This is an optimization exercise on Yosys and OpenROAD, whose aim is small area and few clock cycles, not a production implementation.
Where RTL was checked, it was by simulation tests only, not by an equivalence proof against the original.
No functional check of the RTL was part of run 3.

### design/flow/design.v
module ALU(
    clk,
    rst_n,
    valid,
    ready,
    mode,
    in_A,
    in_B,
    out
);
    input         clk, rst_n;
    input         valid;
    input  [1:0]  mode;  
    output        ready;
    input  [31:0] in_A, in_B;
    output [63:0] out;
    parameter IDLE = 3'd0;
    parameter MUL  = 3'd1;
    parameter DIV  = 3'd2;
    parameter AND  = 3'd3;
    parameter AVG  = 3'd4;
    parameter OUT  = 3'd5;
    reg  [ 2:0] state, state_nxt;
    reg  [ 4:0] counter, counter_nxt;
    reg  [64:0] shreg, shreg_nxt;  
    reg  [31:0] alu_in, alu_in_nxt;
    reg  [32:0] alu_out;
    reg         ready_;
    assign ready = ready_;
    assign out = shreg[63:0];
    always @(*) begin
        case(state)
            IDLE: begin
                if (valid) 
                    case (mode)
                        0 : state_nxt = MUL;
                        1 : state_nxt = DIV;
                        2 : state_nxt = AND;
                        3 : state_nxt = AVG;
                    endcase
                else state_nxt = IDLE;
            end
            MUL : state_nxt = (counter != 31) ? MUL : OUT;
            DIV : state_nxt = (counter != 31) ? DIV : OUT;
            AND : state_nxt = OUT;
            AVG : state_nxt = OUT;
            OUT : state_nxt = IDLE;
            default : state_nxt = IDLE;
        endcase
    end
    always @(*) begin
        if ((state == MUL) || (state == DIV)) counter_nxt = counter + 1; 
        else                                  counter_nxt = 0;
    end
    always @(*) begin
        case(state)
            IDLE: begin
                if (valid) alu_in_nxt = in_B;
                else       alu_in_nxt = 0;
            end
            OUT : alu_in_nxt = 0;
            default: alu_in_nxt = alu_in;
        endcase
    end
    always @(*) begin
        case (state)
            MUL : begin
                if (shreg[0]) alu_out = shreg[63:32] + alu_in;
                else          alu_out = shreg[63:32];
            end
            DIV : alu_out = shreg[64:32] - {1'b0, alu_in};
            AND : alu_out = shreg[31:0] & alu_in;
            AVG : alu_out = (shreg[31:0] + alu_in) >> 1;
            default alu_out = 0;
        endcase
    end
    always @(*) begin
        case (state)
            IDLE: begin
                if (valid) begin
                    shreg_nxt = {33'b0, in_A};
                    if (state_nxt == DIV) shreg_nxt = shreg_nxt << 1;                 
                end
                else shreg_nxt = 0;
            end
            MUL : shreg_nxt = {1'b0, alu_out, shreg[31:1]};
            DIV : begin
                if (shreg[64:32] < {1'b0, alu_in}) shreg_nxt = shreg << 1;
                else                      shreg_nxt = {alu_out[31:0], shreg[31:0], 1'b1};
                if (counter == 31) shreg_nxt = {1'b0, shreg_nxt[64:33], shreg_nxt[31:0]};
            end
            AND : shreg_nxt = {32'b0, alu_out};
            AVG : shreg_nxt = {32'b0, alu_out};
            OUT : shreg_nxt = 0;
            default : shreg_nxt = 0;
        endcase
    end
    always @(posedge clk or negedge rst_n) begin
        if (!rst_n) begin
            state   <= IDLE;
            counter <= 0;
            shreg   <= 0;
            alu_in  <= 0;
            ready_  <= 0;
        end
        else begin
            state   <= state_nxt;
            counter <= counter_nxt;
            shreg   <= shreg_nxt;
            alu_in  <= alu_in_nxt;
            ready_  <= (state_nxt == OUT) ? 1 : 0;
        end
    end
endmodule
### design/flow/run.sh
#!/bin/bash
# synth_recipe.tcl (not shown) runs the flow's synth.tcl, then flattens the netlist and writes it again
# the make line also repeats each setting of config.mk as NAME=value (left out here)
make -C /OpenROAD-flow-scripts/flow DESIGN_CONFIG=/design/flow/config.mk WORK_HOME=/design/flow/orfs CLKGATE_MAP_FILE= SYNTH_SCRIPT=/design/flow/synth_recipe.tcl finish
### design/flow/config.mk
export PLATFORM = sky130hd
export DESIGN_NAME = ALU
export DESIGN_NICKNAME = ALU
export VERILOG_FILES = /design/flow/design.v
export SDC_FILE = /design/flow/constraint.sdc
export NUM_CORES = 4
export LEC_CHECK = 0
export CAP_MARGIN = 20
export CORE_MARGIN = 2
export CORE_UTILIZATION = 40
export SLEW_MARGIN = 20
### design/flow/constraint.sdc
create_clock -name core_clock -period 10.0 [get_ports {clk}]
set_input_delay 2.0000 -clock core_clock [delete_from_list [all_inputs] [get_ports {clk}]]
set_output_delay 2.0000 -clock core_clock [all_outputs]
set_load 0.01 [all_outputs]
==> results_dict.tcl, run 1 <==
set metrics [dict create \
    critPathRequiredTime_ns 10.24 \
    drive_above_1_share_pct 6.19 \
    cts_tree "yes" \
    fmax_mhz 205 \
    drt-initial-drc-count 1371 \
    synthToLayoutAreaGrowth_pct 9.76 \
    drc_errors 0 \
    postCtsSetupRepairBufs 0 \
    ys_seq_area_share_pct 20.6 \
    grt_max_degree 55 \
    io_buffer_count 133 \
    critPathSlowestCell "or3_1" \
    worstMarginPinSlew_ns 1.09 \
    grt_pass1_vias 12281 \
    diodes 0 \
    row_count 65 \
    hold_violations 0 \
    met3_usage_pct 3.84 \
    status "finished clean" \
    maxCapViolCount 0 \
    die_area_sq_um 33700 \
    fin_crit_ns 4.87 \
    fin_worst_skew_ns 0.0183 \
    slew_headroom_pct 27.2 \
    grt_use_met1_pct 39.0 \
    worstSetupEndpointType "flop" \
    crit_buf_inv 2 \
    holdCritPathClass "flop to flop" \
    cts_sinks 106 \
    final.setup.tns_ns 0 \
    synth_enable_flop_cells 0 \
    crit_chain "clkdlybuf4s50_1, and2_4, a21oi_1, or3_1, buf_4, mux2_1, a222oi_1, nand2_1" \
    final_nets 1782 \
    yosys_warnings 1 \
    boundaryPins 134 \
    final_common_cell "a21oi_1" \
    grt_pass1_wl_um 77000 \
    period_share_pct 48.7 \
    finalSetupViolations 0 \
    r2r_setup_slack_ns 5.40 \
    finalWirelength_um 51500 \
    syn-cell-area_sq_um 12900 \
    num_vias 12972 \
    slowest_delay_ns 0.66 \
    start_kind "input pin" \
    clockBufferDepth 2 \
    wire_per_inst_um 25.5 \
    postRouteAntennaNets 0 \
    drv_slew 0 \
    critPathTopFamily "simple AND/OR/NAND/NOR gates" \
    worst_ep_arrival_time_ns 5.11 \
    dp.cells 2001 \
    syn-num-nets 1782 \
    clock_latency_ns 0.39 \
    postSynthCellCount 1610 \
    place_congestion 0.969 \
    root_buffer "clkbuf_16" \
    synth_async_sr_flop_share_pct 100 \
    final_cell_mix "a21oi_1, clkdlybuf4s50_1, nand2_1, nor2_1, dfrtp_1" \
    clkTransAtPathRegs_ns 0.08 \
    core_sq_um 31600 \
    antenna_found_initial 0 \
    place_hpwl_um 39800 \
    start_util_pct 40.8 \
    synth-seq-cells 106 \
    use_met2_pct 51.0 \
    cts_buffers 9 \
    grt.total_usage_pct 30.2 \
    rsz0062_at_grt "false" \
    cts_hold_buf 0 \
    htree_levels 3 \
    synth_flop_cell "dfrtp_1" \
    vias_per_cell 6.43 \
    cp_max_fo 54 \
    path_class "input pin to flop" \
    die_y_um 184 \
    cts_resized 0 \
    grt_most_used_layer "met2" \
    finalNonFillerCells 2017 \
    ys_types 105 \
    die_width_um 184 \
    syn_avg_cell_area_sq_um 8.01 \
    dr.pass1.iters 7 \
    grt_overflow 0 \
]
==> cells in the mapped netlist, drive strengths merged, types with 14 or more instances <==
cell type / instances / area (sq um)
o211ai: 33 / 258
mux2: 21 / 236
a31oi: 16 / 100
a22oi: 14 / 110
o31ai: 18 / 135
inv: 84 / 315
ha: 100 / 1250
and3: 15 / 93.8
dfrtp: 106 / 2650
nand2b: 20 / 133
a21oi: 149 / 761
nand2: 130 / 500
mux2i: 37 / 370
clkbuf: 51 / 251
nor3: 34 / 180
a21o: 22 / 165
buf: 108 / 777
nor2b: 18 / 113
o21ai: 100 / 515
a222oi: 18 / 180
o221ai: 17 / 155
a211oi: 27 / 230
or3: 15 / 93.8
nand3: 30 / 150
o21bai: 16 / 124
a22o: 35 / 307
o21a: 14 / 105
nor2: 129 / 494
xnor2: 58 / 516
==> final timing paths <==
kind | startpoint | endpoint | cells after the start
max | valid | shreg[7]$_DFF_PN0_ | 8
min | counter[0]$_DFF_PN0_ | counter[0]$_DFF_PN0_ | 1
max reg2reg | shreg[0]$_DFF_PN0_ | shreg[60]$_DFF_PN0_ | 13
min reg2reg | counter[0]$_DFF_PN0_ | counter[0]$_DFF_PN0_ | 1
max in group asynchronous | rst_n | shreg[4]$_DFF_PN0_ | 2
min in group asynchronous | rst_n | alu_in[29]$_DFFE_PN0P_ | 1
==> stage by stage <==
| stage | hold WS [ns] | util [%] | worst slack (ns) | instance area (sq um) |
|---|---|---|---|---|
| after global routing | 0.496 | 44.7 | 4.91 | 14200 |
| final | 0.468 | 44.7 | 5.13 | 14200 |
| after CTS | 0.475 | 44.7 | 4.76 | 14200 |
| after global placement | 0.447 | 43.7 | 4.40 | 13800 |
| after floorplan | 0.433 | - | 5.91 | 12900 |
| after detailed placement | 0.464 | 43.7 | 4.36 | 13800 |
==> per-layer routing <==
layer | vias to the layer above | share of wire, %
li1 | 5954 | -
met1 | 6337 | 42
met2 | 584 | 47
met3 | 97 | 6.3
met4 | 0 | 4.4
met5 | - | 0
==> state kept, by name (all words and copies together), names as in the netlist <==
name and cells:
counter 5, ready_ 1, alu_in 32, shreg 65, state 3
==> cell families after synthesis <==
kind of cell / after synthesis / share of synthesized area [%]
mux: 58 / 4.71
fa+ha+maj: 103 / 10.2
flops: 106 / 20.6
buf+inv: 245 / 10.5
xor+xnor: 67 / 4.61
simple gates: 448 / 16.9
compound gates: 583 / 32.5
==> layout make-up <==
| type | count | area (sq um) |
|---|---|---|
| Multi-Input combinational cell | 1259 | 8920 |
| Clock buffer | 9 | 225 |
| Timing Repair Buffer | 149 | 1450 |
| Fill cell | 3207 | 17500 |
| Tap cell | 402 | 503 |
| Clock inverter | 7 | 85.1 |
| Inverter | 85 | 319 |
| Sequential cell | 106 | 2650 |
Testbench counts, summed over its fixed seeds: cycles 43,519.
==> run 2: changes to the inputs <==
==> design/flow/design.v (replaced) <==
module ALU(
    clk,
    rst_n,
    valid,
    ready,
    mode,
    in_A,
    in_B,
    out
);
    input         clk, rst_n;
    input         valid;
    input  [1:0]  mode;  
    output        ready;
    input  [31:0] in_A, in_B;
    output [63:0] out;
    parameter K = 4;                 
    localparam NSTEP = 32 / K;
    localparam IDLE  = 3'd0;
    localparam MUL   = 3'd1;
    localparam DSRCH = 3'd2;         
    localparam DSTEP = 3'd3;         
    localparam AVG   = 3'd4;
    reg  [2:0]  state;
    reg  [4:0]  cnt;
    reg         ready_;
    reg  [31:0] X;    
    reg  [31:0] H;    
    reg  [31:0] L;    
    assign ready = ready_;
    assign out   = {H, L};
    wire is_mul = (state == MUL);
    wire is_div = (state == DSRCH) || (state == DSTEP);
    wire [K-1:0] m = is_mul ? L[K-1:0] : {{(K-1){1'b0}}, 1'b1};
    reg  [31+K:0] S;
    integer j;
    always @(*) begin
        S = {{K{1'b0}}, H} + {{K{1'b0}}, (X & {32{m[0]}}) ^ {32{is_div}}} + is_div;
        for (j = 1; j < K; j = j + 1)
            S = S + ({{K{1'b0}}, X & {32{m[j]}}} << j);
    end
    wire c1 = S[32];                                    
    wire c2 = (state == DSRCH) && !X[31] && (cnt != 5'd31) &&
              (H[31:1] >= X[30:0]);                     
    always @(posedge clk) begin
        case (state)
            IDLE: begin
                X <= in_B;
                H <= (mode[0]) ? in_A : 32'd0;
                L <= in_A & ((mode == 2'd0) ? 32'hffffffff : (mode == 2'd2) ? in_B : 32'd0);
            end
            MUL: begin
                H <= S[31+K:K];
                L <= {S[K-1:0], L[31:K]};
            end
            DSRCH, DSTEP: begin
                if (c2) X <= X << 1;
                else begin
                    X <= X >> 1;
                    if (c1) H <= S[31:0];
                    L <= {L[30:0], c1};
                end
            end
            default: begin  
                H <= 32'd0;
                L <= S[32:1];
            end
        endcase
    end
    always @(posedge clk or negedge rst_n) begin
        if (!rst_n) begin
            state  <= IDLE;
            cnt    <= 5'd0;
            ready_ <= 1'b0;
        end else begin
            ready_ <= 1'b0;
            case (state)
                IDLE: begin
                    cnt <= 5'd0;
                    if (valid && !ready_) begin
                        case (mode)
                            2'd0: state <= MUL;
                            2'd1: state <= DSRCH;
                            2'd2: ready_ <= 1'b1;
                            2'd3: state <= AVG;
                        endcase
                    end
                end
                MUL: begin
                    cnt <= cnt + 5'd1;
                    if (cnt == NSTEP - 1) begin
                        state  <= IDLE;
                        ready_ <= 1'b1;
                    end
                end
                DSRCH, DSTEP: begin
                    if (c2) cnt <= cnt + 5'd1;
                    else begin
                        cnt <= cnt - 5'd1;
                        state <= DSTEP;
                        if (cnt == 5'd0) begin
                            state  <= IDLE;
                            ready_ <= 1'b1;
                        end
                    end
                end
                default: begin
                    state  <= IDLE;
                    ready_ <= 1'b1;
                end
            endcase
        end
    end
endmodule
==> results_dict.tcl, run 2 <==
set metrics [dict create \
    status "finished clean" \
    yosysTopAreaCell "edfxtp_1" \
    diodes 0 \
    synth_async_sr_flop_share_pct 8.57 \
    place_hpwl_um 30200 \
    holdCritPathClass "flop to flop" \
    worstMarginPinSlew_ns 1.21 \
    ys_seq_area_share_pct 26.8 \
    start_util_pct 40.5 \
    fmax_mhz 133 \
    row_count 62 \
    core_sq_um 28600 \
    wire_per_inst_um 23.0 \
    dr.pass1.iters 6 \
    cts_sinks 105 \
    finalNonFillerCells 1743 \
    synthToLayoutAreaGrowth_pct 17.4 \
    syn_avg_cell_area_sq_um 9.16 \
    critPathSlowestCell "or2_2" \
    htree_levels 3 \
    grt_overflow 0 \
    postRouteAntennaNets 0 \
    finalSetupViolations 0 \
    synth_common_cells "inv_1, nand2_1, edfxtp_1, fa_1, ha_1" \
    ys_top_cells_by_area "edfxtp_1, fa_1, ha_1, inv_1, and2_1" \
    vias_per_cell 5.95 \
    cp_max_fo 59 \
    postCtsSetupRepairBufs 0 \
    rsz0062_at_grt "false" \
    drive_above_1_share_pct 4.56 \
    clkTransAtPathRegs_ns 0.09 \
    cts_buffers 9 \
    final_common_cell "inv_1" \
    slew_headroom_pct 18.9 \
    slowest_delay_ns 0.78 \
    syn-num-nets 1500 \
    drt-initial-drc-count 1112 \
    period_share_pct 75.4 \
    dp.cells 1726 \
    reg.largest.list "H: 32 flops, L: 32 flops, X: 32 flops" \
    synth_top_area_share_pct 24.9 \
    syn-cell-area_sq_um 11600 \
    yosys_warnings 1 \
    start_kind "flop" \
    worst_ep_arrival_time_ns 7.55 \
    path_class "flop to flop" \
    synth-seq-cells 105 \
    clockBufferDepth 2 \
    synth.most_common_cell "inv_1" \
    die_y_um 174 \
    final_nets 1589 \
    synth_flop_cell "edfxtp_1" \
    grt.total_usage_pct 26.6 \
    crit_top_cell "fa_1" \
    synth_enable_flop_cells 96 \
    final_cell_mix "inv_1, clkdlybuf4s50_1, nand2_1, edfxtp_1, fa_1" \
    worstSetupEndpointType "flop" \
    root_buffer "clkbuf_16" \
    cts_tree "yes" \
    critPathTopFamily "adder cells" \
    critPathRequiredTime_ns 10.00 \
    maxCapViolCount 0 \
    die_width_um 174 \
    drc_errors 0 \
    io_buffer_count 133 \
    hold_violations 0 \
    ys_types 73 \
    antenna_found_initial 1 \
    clock_latency_ns 0.37 \
    postSynthCellCount 1265 \
    crit_chain "buf_4, nor2b_4, nand2_1, or2_2, nand2_1, xnor2_1, fa_1, fa_1, inv_1, fa_1, inv_1, ha_1, a21oi_2, o211ai_1, a31oi_2, a211oi_4, o31ai_1, and3_1, nor2_1, a21oi_4, buf_4" \
    final.setup.tns_ns 0 \
    fin_crit_ns 7.54 \
    boundaryPins 134 \
    crit_buf_inv 4 \
    finalWirelength_um 40100 \
    grt_pass1_wl_um 62100 \
    fin_worst_skew_ns 0.0128 \
    cts_resized 0 \
    grt_pass1_vias 10241 \
    place_congestion 0.925 \
    grt_max_degree 60 \
    cts_hold_buf 0 \
    drv_slew 0 \
    num_vias 10376 \
    die_area_sq_um 30400 \
]
-- run 2: kinds of logic after synthesis --
| group | after synthesis | synth area share [%] |
|---|---|---|
| compound gates | 344 | 21.9 |
| simple gates | 348 | 14.7 |
| xor+xnor | 54 | 4.08 |
| fa+ha+maj | 166 | 23.9 |
| flops | 105 | 26.8 |
| buf+inv | 240 | 7.92 |
| mux | 8 | 0.712 |
-- run 2: stage by stage --
step	cell area, sq um	util, %	hold WS [ns]	worst slack [ns]
floorplan	11600	-	0.504	2.81
global placement	13300	46.4	0.532	2.77
detailed placement	13300	46.4	0.544	2.65
CTS	13600	47.5	0.563	2.60
global route	13600	47.5	0.586	2.06
finish	13600	47.5	0.563	2.46
-- run 2: worst paths after layout --
| check | from | slack (ns) | cells after the start | to |
|---|---|---|---|---|
| worst max-delay path | state[1]$_DFFE_PN0P_ | 2.46 | 21 | H[13]$_DFFE_PP_ |
| worst min-delay path | cnt[0]$_DFFE_PN0N_ | 0.56 | 1 | cnt[0]$_DFFE_PN0N_ |
| worst max register to register | state[1]$_DFFE_PN0P_ | 2.46 | 21 | H[13]$_DFFE_PP_ |
| worst min register to register | cnt[0]$_DFFE_PN0N_ | 0.56 | 1 | cnt[0]$_DFFE_PN0N_ |
| max in group asynchronous | rst_n | 7.73 | 1 | state[2]$_DFFE_PN0P_ |
| min in group asynchronous | rst_n | 1.93 | 1 | ready_$_DFF_PN0_ |
-- run 2: layout make-up --
type | count | area, sq um
fillers | 2720 | 15000
multi-input cells | 920 | 7600
flip-flops and latches | 105 | 3110
repair buffers | 152 | 1490
inverters | 166 | 623
well taps | 384 | 480
clock buffers | 11 | 264
clock inverters | 5 | 45.0
-- run 2: routing by layer --
metal	up-vias	routed length, um	GRT usage (%)
met3	75	3150	4.33
met4	2	1250	8.86
met2	470	18500	42.3
li1	4695	-	-
met1	5134	17200	36.9
met5	-	13	0
Testbench counts of run 2, summed over its fixed seeds: cycles 9,501.
==> run 3: changes to the inputs <==
--- a/design/flow/design.v
+++ b/design/flow/design.v
@@ -16,4 +16,6 @@
     output [63:0] out;
-    parameter K = 4;                 
+    parameter K  = 4;                
+    parameter CW = 4;                
     localparam NSTEP = 32 / K;
+    localparam W = 32 + K;           
     localparam IDLE  = 3'd0;
@@ -34,12 +36,38 @@
     wire [K-1:0] m = is_mul ? L[K-1:0] : {{(K-1){1'b0}}, 1'b1};
-    reg  [31+K:0] S;
+    reg [W-1:0] cs_s, cs_c, pp;
+    reg [W-1:0] t;
     integer j;
     always @(*) begin
-        S = {{K{1'b0}}, H} + {{K{1'b0}}, (X & {32{m[0]}}) ^ {32{is_div}}} + is_div;
-        for (j = 1; j < K; j = j + 1)
-            S = S + ({{K{1'b0}}, X & {32{m[j]}}} << j);
+        cs_s = {{K{1'b0}}, H};
+        pp   = {{K{1'b0}}, (X & {32{m[0]}}) ^ {32{is_div}}};
+        t    = {{(K-1){1'b0}}, X & {32{m[1]}}, is_div};
+        cs_c = ((cs_s & pp) | (cs_s & t) | (pp & t)) << 1;
+        cs_s = cs_s ^ pp ^ t;
+        for (j = 2; j < K; j = j + 1) begin
+            pp   = {{K{1'b0}}, X & {32{m[j]}}} << j;
+            t    = ((cs_s & cs_c) | (cs_s & pp) | (cs_c & pp)) << 1;
+            cs_s = cs_s ^ cs_c ^ pp;
+            cs_c = t;
+        end
     end
+    reg [W-1:0] G, P;
+    integer i, d;
+    always @(*) begin
+        G = cs_s & cs_c;
+        P = cs_s ^ cs_c;
+        for (d = 1; d < W; d = d * 2)
+            for (i = 2*d-1; i < W; i = i + 2*d) begin
+                G[i] = G[i] | (P[i] & G[i-d]);
+                P[i] = P[i] & P[i-d];
+            end
+        for (d = 64; d >= 1; d = d / 2)
+            for (i = 3*d-1; i < W; i = i + 2*d) begin
+                G[i] = G[i] | (P[i] & G[i-d]);
+                P[i] = P[i] & P[i-d];
+            end
+    end
+    wire [W-1:0] S = cs_s ^ cs_c ^ {G[W-2:0], 1'b0};
     wire c1 = S[32];                                    
     wire c2 = (state == DSRCH) && !X[31] && (cnt != 5'd31) &&
-              (H[31:1] >= X[30:0]);                     
+              (H[31:32-CW] >= X[30:31-CW]);
     always @(posedge clk) begin
@@ -60,4 +88,4 @@
                     if (c1) H <= S[31:0];
-                    L <= {L[30:0], c1};
                 end
+                L <= {L[30:0], c1 & !c2};
             end
==> design/flow/flow/run.sh (new file) <==
#!/bin/bash
# Standard layout, with the port buffers made of the smallest buffer cell.
cp standard.sh standard_sh.log
cp config.mk config_mk.log
export BUFFER_PORTS_ARGS="-buffer_cell sky130_fd_sc_hd__buf_1"
bash standard.sh > standard_run.log 2>&1
==> design/flow/standard.sh (new file) <==
#!/bin/bash
# synth_recipe.tcl (not shown) runs the flow's synth.tcl, then flattens the netlist and writes it again
# the make line also repeats each setting of config.mk as NAME=value (left out here)
make -C /OpenROAD-flow-scripts/flow DESIGN_CONFIG=/design/flow/config.mk WORK_HOME=/design/flow/orfs CLKGATE_MAP_FILE= SYNTH_SCRIPT=/design/flow/synth_recipe.tcl "${@:-finish}"
removed: design/flow/run.sh
==> results_dict.tcl, run 3 <==
set metrics [dict create \
    status "finished clean" \
    ys_top_cells_by_area "fa_1, edfxtp_1, nand2_1, dfxtp_1, inv_1" \
    period_share_pct 78.4 \
    postRouteAntennaNets 0 \
    ys_seq_area_share_pct 27.8 \
    grt_overflow 0 \
    grt_max_degree 91 \
    reg.largest.list "H: 32 flops, L: 32 flops, X: 32 flops" \
    die_width_um 162 \
    final_cell_mix "nand2_1, inv_1, buf_1, fa_1, edfxtp_1" \
    fin_ws_ns 2.16 \
    hold_violations 0 \
    postCtsSetupRepairBufs 0 \
    maxCapViolCount 0 \
    fin_crit_ns 7.84 \
    io_buffer_count 133 \
    yosys_warnings 1 \
    syn-num-nets 1299 \
    slowest_delay_ns 1.10 \
    final.setup.tns_ns 0 \
    postSynthCellCount 1080 \
    finalWirelength_um 32300 \
    dr.pass1.iters 6 \
    cts_hold_buf 0 \
    crit_chain "nand2b_1, or2_1, buf_4, nand2_1, xnor2_1, fa_1, fa_1, inv_1, fa_1, ha_1, a21o_1, a21o_1, a21oi_1, o21ai_1, a31oi_2, o211ai_1, and2_1, fa_1, inv_1, o21ai_4, buf_4" \
    synth_common_cells "nand2_1, inv_1, fa_1, edfxtp_1, a21oi_1" \
    die_y_um 162 \
    final_nets 1391 \
    place_hpwl_um 23700 \
    synth_enable_flop_cells 64 \
    critPathSlowestCell "dfrtp_4" \
    synth_async_sr_flop_share_pct 8.57 \
    drive_above_1_share_pct 3.99 \
    synth-seq-cells 105 \
    row_count 57 \
    core_sq_um 24500 \
    multiInputGateArea_sq_um 6430 \
    start_util_pct 40.9 \
    worstMarginPinSlew_ns 1.08 \
    vias_per_cell 5.68 \
    clock_latency_ns 0.37 \
    final_common_cell "nand2_1" \
    die_area_sq_um 26300 \
    grt_pass1_wl_um 50300 \
    htree_levels 3 \
    drt-initial-drc-count 937 \
    place_congestion 0.835 \
    start_kind "flop" \
    critPathRequiredTime_ns 10.06 \
    holdCritPathClass "flop to flop" \
    cts_buffers 9 \
    worstSetupEndpointType "flop" \
    slew_headroom_pct 28.3 \
    cts_tree "yes" \
    seq_area_sq_um 2790 \
    syn-cell-area_sq_um 10000 \
    path_class "flop to flop" \
    grt.total_usage_pct 25.1 \
    synth_top_area_share_pct 21.8 \
    boundaryPins 134 \
    drv_slew 0 \
    root_buffer "clkbuf_16" \
    cp_max_fo 90 \
    finalSetupViolations 0 \
    fmax_mhz 127 \
    clockBufferDepth 2 \
    synth_flop_cell "edfxtp_1" \
    rsz0062_at_grt "false" \
    yosysTopAreaCell "fa_1" \
    synthToLayoutAreaGrowth_pct 10.9 \
    num_vias 8519 \
    grt_pass1_vias 8548 \
    worst_ep_arrival_time_ns 7.90 \
    fin_worst_skew_ns 0.0155 \
    fin_util_pct 45.4 \
    synth.most_common_cell "nand2_1" \
    drc_errors 0 \
    diodes 0 \
    ys_types 57 \
    cts_sinks 105 \
    preCtsSetupSlack_ns 2.15 \
    syn_avg_cell_area_sq_um 9.27 \
    fill_cells 2415 \
    cts_resized 0 \
    clkTransAtPathRegs_ns 0.07 \
    crit_top_cell "fa_1" \
    antenna_found_initial 0 \
    wire_per_inst_um 21.5 \
]
## run 3: cell count changes after synthesis, sizes merged, moves of 33 or more
cell,change
nand2,+67
and2,-63
nor2,-45
and3,+44
nand2b,+33
nor3,-33
## run 3: cells by family after synthesis
| kind of cell | count (synthesis) | synth area share (%) |
|---|---|---|
| simple gates | 320 | 15.1 |
| compound gates | 237 | 17.3 |
| buf+inv | 219 | 8.52 |
| fa+ha+maj | 150 | 26.9 |
| flops | 105 | 27.8 |
| xor+xnor | 48 | 4.20 |
| mux | 1 | 0.112 |
## run 3: critical path, delay by kind of cell (launching register included)
| kind | cells | cell delay (ns) |
|---|---|---|
| buffers and inverters | 4 | 0.88 |
| AND/OR/NAND/NOR | 4 | 1.24 |
| XOR/XNOR | 1 | 0.20 |
| adder cells (fa/ha/maj) | 5 | 2.28 |
| AO/OA/AOI/OAI | 7 | 1.78 |
| flip-flops | 1 | 1.10 |
## run 3: per-layer routing
layer  track usage [%]  vias to the layer above  part of all wire (%)
met5                 0                        -                     0
met4              7.72                        0                   2.9
met3              4.42                       50                   7.8
met2              39.6                      392                    46
met1              35.2                     4210                    44
li1                  -                     3867                     -
## run 3: per-stage QoR
stage	cells	hold slack [ns]	cell area [sq um]
3_5_place_dp	1485	0.588	10800
2_1_floorplan	1080	0.530	10000
3_3_place_gp	1484	0.588	10800
5_1_grt	1501	0.649	11100
6_report	1501	0.606	11100
4_1_cts	1501	0.602	11100
## run 3: final cells by class
class	count	share of cell area, %
Clock inverter	4	0.225
Inverter	153	5.18
Tap cell	324	3.65
Multi-Input combinational cell	756	57.9
Timing Repair Buffer	147	5.46
Sequential cell	105	25.2
Clock buffer	12	2.41
## run 3: worst paths after layout
check                                startpoint                   end  slack (ns)  cells after the start
max                        state[2]$_DFFE_PN0P_        H[5]$_DFFE_PP_        2.16                     21
min                          cnt[2]$_DFFE_PN0N_    cnt[2]$_DFFE_PN0N_        0.61                      1
max reg2reg                state[2]$_DFFE_PN0P_        H[5]$_DFFE_PP_        2.16                     21
min reg2reg                  cnt[2]$_DFFE_PN0N_    cnt[2]$_DFFE_PN0N_        0.61                      1
max in group asynchronous                 rst_n  state[2]$_DFFE_PN0P_        8.02                      1
min in group asynchronous                 rst_n    cnt[4]$_DFFE_PN0N_        1.58                      1
==> run 4: changes to the inputs <==
==> design/flow/design.v (replaced) <==
module ALU(
    clk,
    rst_n,
    valid,
    ready,
    mode,
    in_A,
    in_B,
    out
);
    input         clk, rst_n;
    input         valid;
    input  [1:0]  mode;  
    output        ready;
    input  [31:0] in_A, in_B;
    output [63:0] out;
    parameter K  = 8;                
    parameter CW = 4;                
    localparam NSTEP = 32 / K;
    localparam W = 32 + K;           
    localparam IDLE  = 2'd0;
    localparam MUL   = 2'd1;
    localparam DSRCH = 2'd2;         
    localparam DSTEP = 2'd3;         
    reg  [1:0]  state;
    reg  [4:0]  cnt;
    reg         ready_;
    reg  [31:0] X;
    reg  [31:0] H;
    reg  [31:0] L;
    assign ready = ready_;
    assign out   = {H, L};
    wire idle   = (state == IDLE);
    wire start  = idle && valid && !ready_;
    wire op_mul = idle ? (mode == 2'd0) : (state == MUL);
    wire op_div = idle ? (mode == 2'd1) : state[1];
    wire srch   = idle ? 1'b1 : (state == DSRCH);
    wire [31:0] Xi = idle ? in_B : X;
    wire [31:0] Hi = idle ? (in_A & {32{mode[0]}}) : H;
    wire [31:0] Li = idle ? (in_A & {32{mode == 2'd0}}) : L;
    wire [K-1:0] m = op_mul ? Li[K-1:0] : {{(K-1){1'b0}}, 1'b1};
    reg [W-1:0] cs_s, cs_c, pp;
    reg [W-1:0] t;
    integer j;
    always @(*) begin
        cs_s = {{K{1'b0}}, Hi};
        pp   = {{K{1'b0}}, (Xi & {32{m[0]}}) ^ {32{op_div}}};
        t    = {{(K-1){1'b0}}, Xi & {32{m[1]}}, op_div};
        cs_c = ((cs_s & pp) | (cs_s & t) | (pp & t)) << 1;
        cs_s = cs_s ^ pp ^ t;
        for (j = 2; j < K; j = j + 1) begin
            pp   = {{K{1'b0}}, Xi & {32{m[j]}}} << j;
            t    = ((cs_s & cs_c) | (cs_s & pp) | (cs_c & pp)) << 1;
            cs_s = cs_s ^ cs_c ^ pp;
            cs_c = t;
        end
    end
    reg [W-1:0] G, P;
    integer i, d;
    always @(*) begin
        G = cs_s & cs_c;
        P = cs_s ^ cs_c;
        for (d = 1; d < W; d = d * 2)
            for (i = 2*d-1; i < W; i = i + 2*d) begin
                G[i] = G[i] | (P[i] & G[i-d]);
                P[i] = P[i] & P[i-d];
            end
        for (d = 64; d >= 1; d = d / 2)
            for (i = 3*d-1; i < W; i = i + 2*d) begin
                G[i] = G[i] | (P[i] & G[i-d]);
                P[i] = P[i] & P[i-d];
            end
    end
    wire [W-1:0] S = cs_s ^ cs_c ^ {G[W-2:0], 1'b0};
    wire c1 = S[32];                                    
    wire c2 = srch && !Xi[31] && (cnt != 5'd31) &&
              (Hi[31:32-CW] >= Xi[30:31-CW]);
    always @(posedge clk) begin
        if (op_mul) begin
            X <= Xi;
            H <= S[31+K:K];
            L <= {S[K-1:0], Li[31:K]};
        end else if (op_div) begin
            if (c2) begin
                X <= Xi << 1;
                H <= Hi;
            end else begin
                X <= Xi >> 1;
                H <= c1 ? S[31:0] : Hi;
            end
            L <= {Li[30:0], c1 & !c2};
        end else begin  
            H <= 32'd0;
            L <= mode[0] ? S[32:1] : (in_A & in_B);
        end
    end
    always @(posedge clk or negedge rst_n) begin
        if (!rst_n) begin
            state  <= IDLE;
            cnt    <= 5'd0;
            ready_ <= 1'b0;
        end else begin
            ready_ <= 1'b0;
            case (state)
                IDLE: begin
                    if (start) begin
                        case (mode)
                            2'd0: begin
                                cnt   <= 5'd1;
                                state <= MUL;
                            end
                            2'd1: begin
                                if (c2) begin
                                    cnt   <= 5'd1;
                                    state <= DSRCH;
                                end else
                                    ready_ <= 1'b1;    
                            end
                            default: ready_ <= 1'b1;
                        endcase
                    end
                end
                MUL: begin
                    cnt <= cnt + 5'd1;
                    if (cnt == NSTEP - 1) begin
                        cnt    <= 5'd0;
                        state  <= IDLE;
                        ready_ <= 1'b1;
                    end
                end
                default: begin  
                    if (c2) cnt <= cnt + 5'd1;
                    else begin
                        cnt   <= cnt - 5'd1;
                        state <= DSTEP;
                        if (cnt == 5'd0) begin
                            cnt    <= 5'd0;
                            state  <= IDLE;
                            ready_ <= 1'b1;
                        end
                    end
                end
            endcase
        end
    end
endmodule
==> design/flow/run.sh (new file) <==
#!/bin/bash
# synth_recipe.tcl (not shown) runs the flow's synth.tcl, then flattens the netlist and writes it again
# the make line also repeats each setting of config.mk as NAME=value (left out here)
make -C /OpenROAD-flow-scripts/flow DESIGN_CONFIG=/design/flow/config.mk WORK_HOME=/design/flow/orfs CLKGATE_MAP_FILE= SYNTH_SCRIPT=/design/flow/synth_recipe.tcl finish
removed: design/flow/flow/run.sh
removed: design/flow/standard.sh
==> results_dict.tcl, run 4 <==
set metrics [dict create \
    synth_top_area_share_pct 33.7 \
    synth_top_family_by_area "adder cells" \
    synthMuxAreaShare_pct 3.36 \
    antenna_found_initial 0 \
    die_width_um 190 \
    ys_top_cells_by_area "fa_1, dfxtp_1, nand2_1, edfxtp_1, ha_1" \
    final_cell_mix "nand2_1, fa_1, clkdlybuf4s50_1, buf_4, nor2_1" \
    ys_seq_area_share_pct 17.6 \
    cts_tree "yes" \
    final_common_cell "nand2_1" \
    rsz0062_at_grt "false" \
    dp.cells 2185 \
    cts_hold_buf 0 \
    period_share_pct 95.4 \
    synth_flop_cell "dfxtp_1" \
    wl_met2_um 23100 \
    grt.total_usage_pct 28.2 \
    worstMarginPinSlew_ns 0.910 \
    wl_met3_um 3880 \
    yosysTopAreaCell "fa_1" \
    synth_common_cells "nand2_1, fa_1, nor2_1, inv_1, a21oi_1" \
    reg.largest.list "H: 32 flops, L: 32 flops, X: 32 flops" \
    dr.pass1.iters 6 \
    highest_layer "met4" \
    start_util_pct 40.4 \
    worst_ep_arrival_time_ns 9.80 \
    clockBufferDepth 2 \
    clkTransAtPathRegs_ns 0.08 \
    wire_per_inst_um 22.6 \
    boundaryPins 134 \
    grt_pass1_vias 13152 \
    path_class "input pin to flop" \
    diodes 0 \
    final_area_sq_um 16800 \
    num_vias 12712 \
    cp_max_fo 28 \
    postRouteAntennaNets 0 \
    grt_overflow 0 \
    synthXorXnorAreaFrac_pct 3.03 \
    drive_above_1_share_pct 11.4 \
    place_hpwl_um 39100 \
    die_y_um 190 \
    vias_per_cell 5.77 \
    grt_max_degree 77 \
    postSynthCellCount 1566 \
    synth_compound_area_share_pct 13.9 \
    synth-seq-cells 104 \
    synthToLayoutAreaGrowth_pct 21.4 \
    drc_errors 0 \
    die_area_sq_um 36100 \
    synth_enable_flop_cells 32 \
    syn_avg_cell_area_sq_um 8.85 \
    finalNonFillerCells 2202 \
    fin_ws_ns 0.458 \
    critPathRequiredTime_ns 10.26 \
    htree_levels 3 \
    fin_crit_ns 9.54 \
    final_nets 2088 \
    maxCapViolCount 0 \
    holdCritPathClass "flop to flop" \
    synthAdderAreaFrac_pct 37.6 \
    worstSetupEndpointType "flop" \
    status "finished clean" \
    critPathSlowestCell "fa_1" \
    ys_types 62 \
    clock_latency_ns 0.38 \
    cts_buffers 9 \
    synth_simple_gate_area_share_pct 18.1 \
    preCtsSetupSlack_ns -0.218 \
    fill_cells 3294 \
    r2r_start "state[0]$_DFFE_PN0P_" \
    crit_top_cell "fa_1" \
    fmax_mhz 105 \
    place_congestion 0.924 \
    core_sq_um 34300 \
    slowest_delay_ns 0.55 \
    holdCritStartpoint "L[9]$_DFF_P_" \
    synth_async_sr_flop_share_pct 7.69 \
    finalWirelength_um 49700 \
    synth.most_common_cell "nand2_1" \
    drv_slew 0 \
    yosys_warnings 1 \
    drt-initial-drc-count 1143 \
    io_buffer_count 133 \
    grt_pass1_wl_um 77200 \
    syn-num-nets 1912 \
    wl_met1_um 20700 \
    hold_violations 0 \
    startpoint "in_A[0]" \
    cts_sinks 104 \
    r2r.worst_path.cells 31 \
    min_path_cells 2 \
    row_count 68 \
    dpl_cell_area_sq_um 16500 \
    root_buffer "clkbuf_16" \
    slew_headroom_pct 39.3 \
    start_kind "input pin" \
    finalSetupViolations 0 \
    syn-cell-area_sq_um 13900 \
    fin_worst_skew_ns 0.0126 \
]
## run 4: changes by cell type after synthesis, moves of 34 or more
cell	change
nor3_1	+52
nor2_1	+98
mux2i_1	+42
a21oi_1	+46
nand2_1	+114
fa_1	+124
inv_1	-34
## run 4: logic make-up after synthesis
logic type      after synthesis
xor+xnor                     48
mux                          44
compound gates              298
simple gates                575
buf+inv                     220
fa+ha+maj                   277
flops                       104
## run 4: what timing repair did
action                     4_1_cts  5_1_grt
resized for setup                0       10
buffers inserted                 0        1
setup endpoints to repair        0       38
## run 4: metrics by stage
stage | utilization [%] | hold WS (ns) | TNS (ns)
3_3_place_gp | 48.0 | 0.488 | -0.786
3_5_place_dp | 48.0 | 0.487 | -5.18
2_1_floorplan | - | 0.494 | 0
4_1_cts | 48.9 | 0.504 | 0
6_report | 49.0 | 0.505 | 0
5_1_grt | 49.0 | 0.544 | 0
## run 4: worst max-delay path, delay by kind of cell
kind                       cells  cell delay (ns)
buffers and inverters          8             1.56
AOI/OAI and AO/OA              5             0.85
adders and majority gates      9             4.12
xor gates and xnor gates       2             0.32
and+or+nand+nor                8             0.92
## run 4: cell type report
class	instances	area (sq um)	area share (%)
clock inverters	7	62.6	0.372
repair buffers	268	2450	14.5
clock buffers	9	225	1.34
flip-flops and latches	104	2440	14.5
inverters	117	439	2.61
multi-input cells	1242	10600	63.2
well taps	455	569	3.39
## run 4: worst paths after layout
kind,to,slack (ns)
worst max-delay path,H[0]$_DFF_P_,0.46
worst min-delay path,L[10]$_DFF_P_,0.51
worst max register to register,H[0]$_DFF_P_,1.41
worst min register to register,L[10]$_DFF_P_,0.51
max in group asynchronous,state[1]$_DFFE_PN0P_,7.77
min in group asynchronous,ready_$_DFF_PN0_,1.92
## run 4: routing by layer
layer  GRT usage [%]  vias to the layer above
li1                -                     5608
met1            37.7                     6421
met2            45.5                      583
met3            4.45                      100
met4            12.0                        0
met5               0                        -
Testbench counts of run 4, summed over its fixed seeds: cycles 5,710.

[separate check: timing with driven ports]
The results above use ideal ports. As a check the final layouts listed here were re-extracted and re-timed, cells and wires unchanged. Step 1 sets driving cells, clkbuf_16 on the clock port and buf_2 on the other inputs (assumed; they add their load-dependent delay and slew). Step 2 adds t to the input delays and takes it off the output delays; t is the mean of the earliest and latest rising clock arrival at the registers after step 1. Input paths then give back, and output paths get back, about the clock's delay inside the block. Slacks: no drivers / after step 1 / after step 2; pairs: no drivers / after step 1.
| run | t (ns) | setup slack, ns | hold WS [ns] | slew at the worst register clock pin (ns) | worst data-port slew with drivers (ns) |
|---|---|---|---|---|---|
| run 1 | 0.428 | 5.127 / 5.155 / 4.727 | 0.468 / 0.468 / 0.468 | 0.09 / 0.09 | 0.04 |
| run 2 | 0.413 | 2.455 / 2.455 / 2.455 | 0.563 / 0.563 / 0.563 | 0.09 / 0.09 | 0.04 |
| run 3 | 0.409 | 2.156 / 2.156 / 2.156 | 0.606 / 0.606 / 0.606 | 0.08 / 0.08 | 0.04 |
| run 4 | 0.423 | 0.458 / 0.485 / 0.062 | 0.505 / 0.505 / 0.505 | 0.09 / 0.09 | 0.04 |
After both steps every run listed still meets setup and hold. For run 1, which loses most, drivers alone change the setup slack by +0.028 ns; drivers and shift together by -0.400 ns.
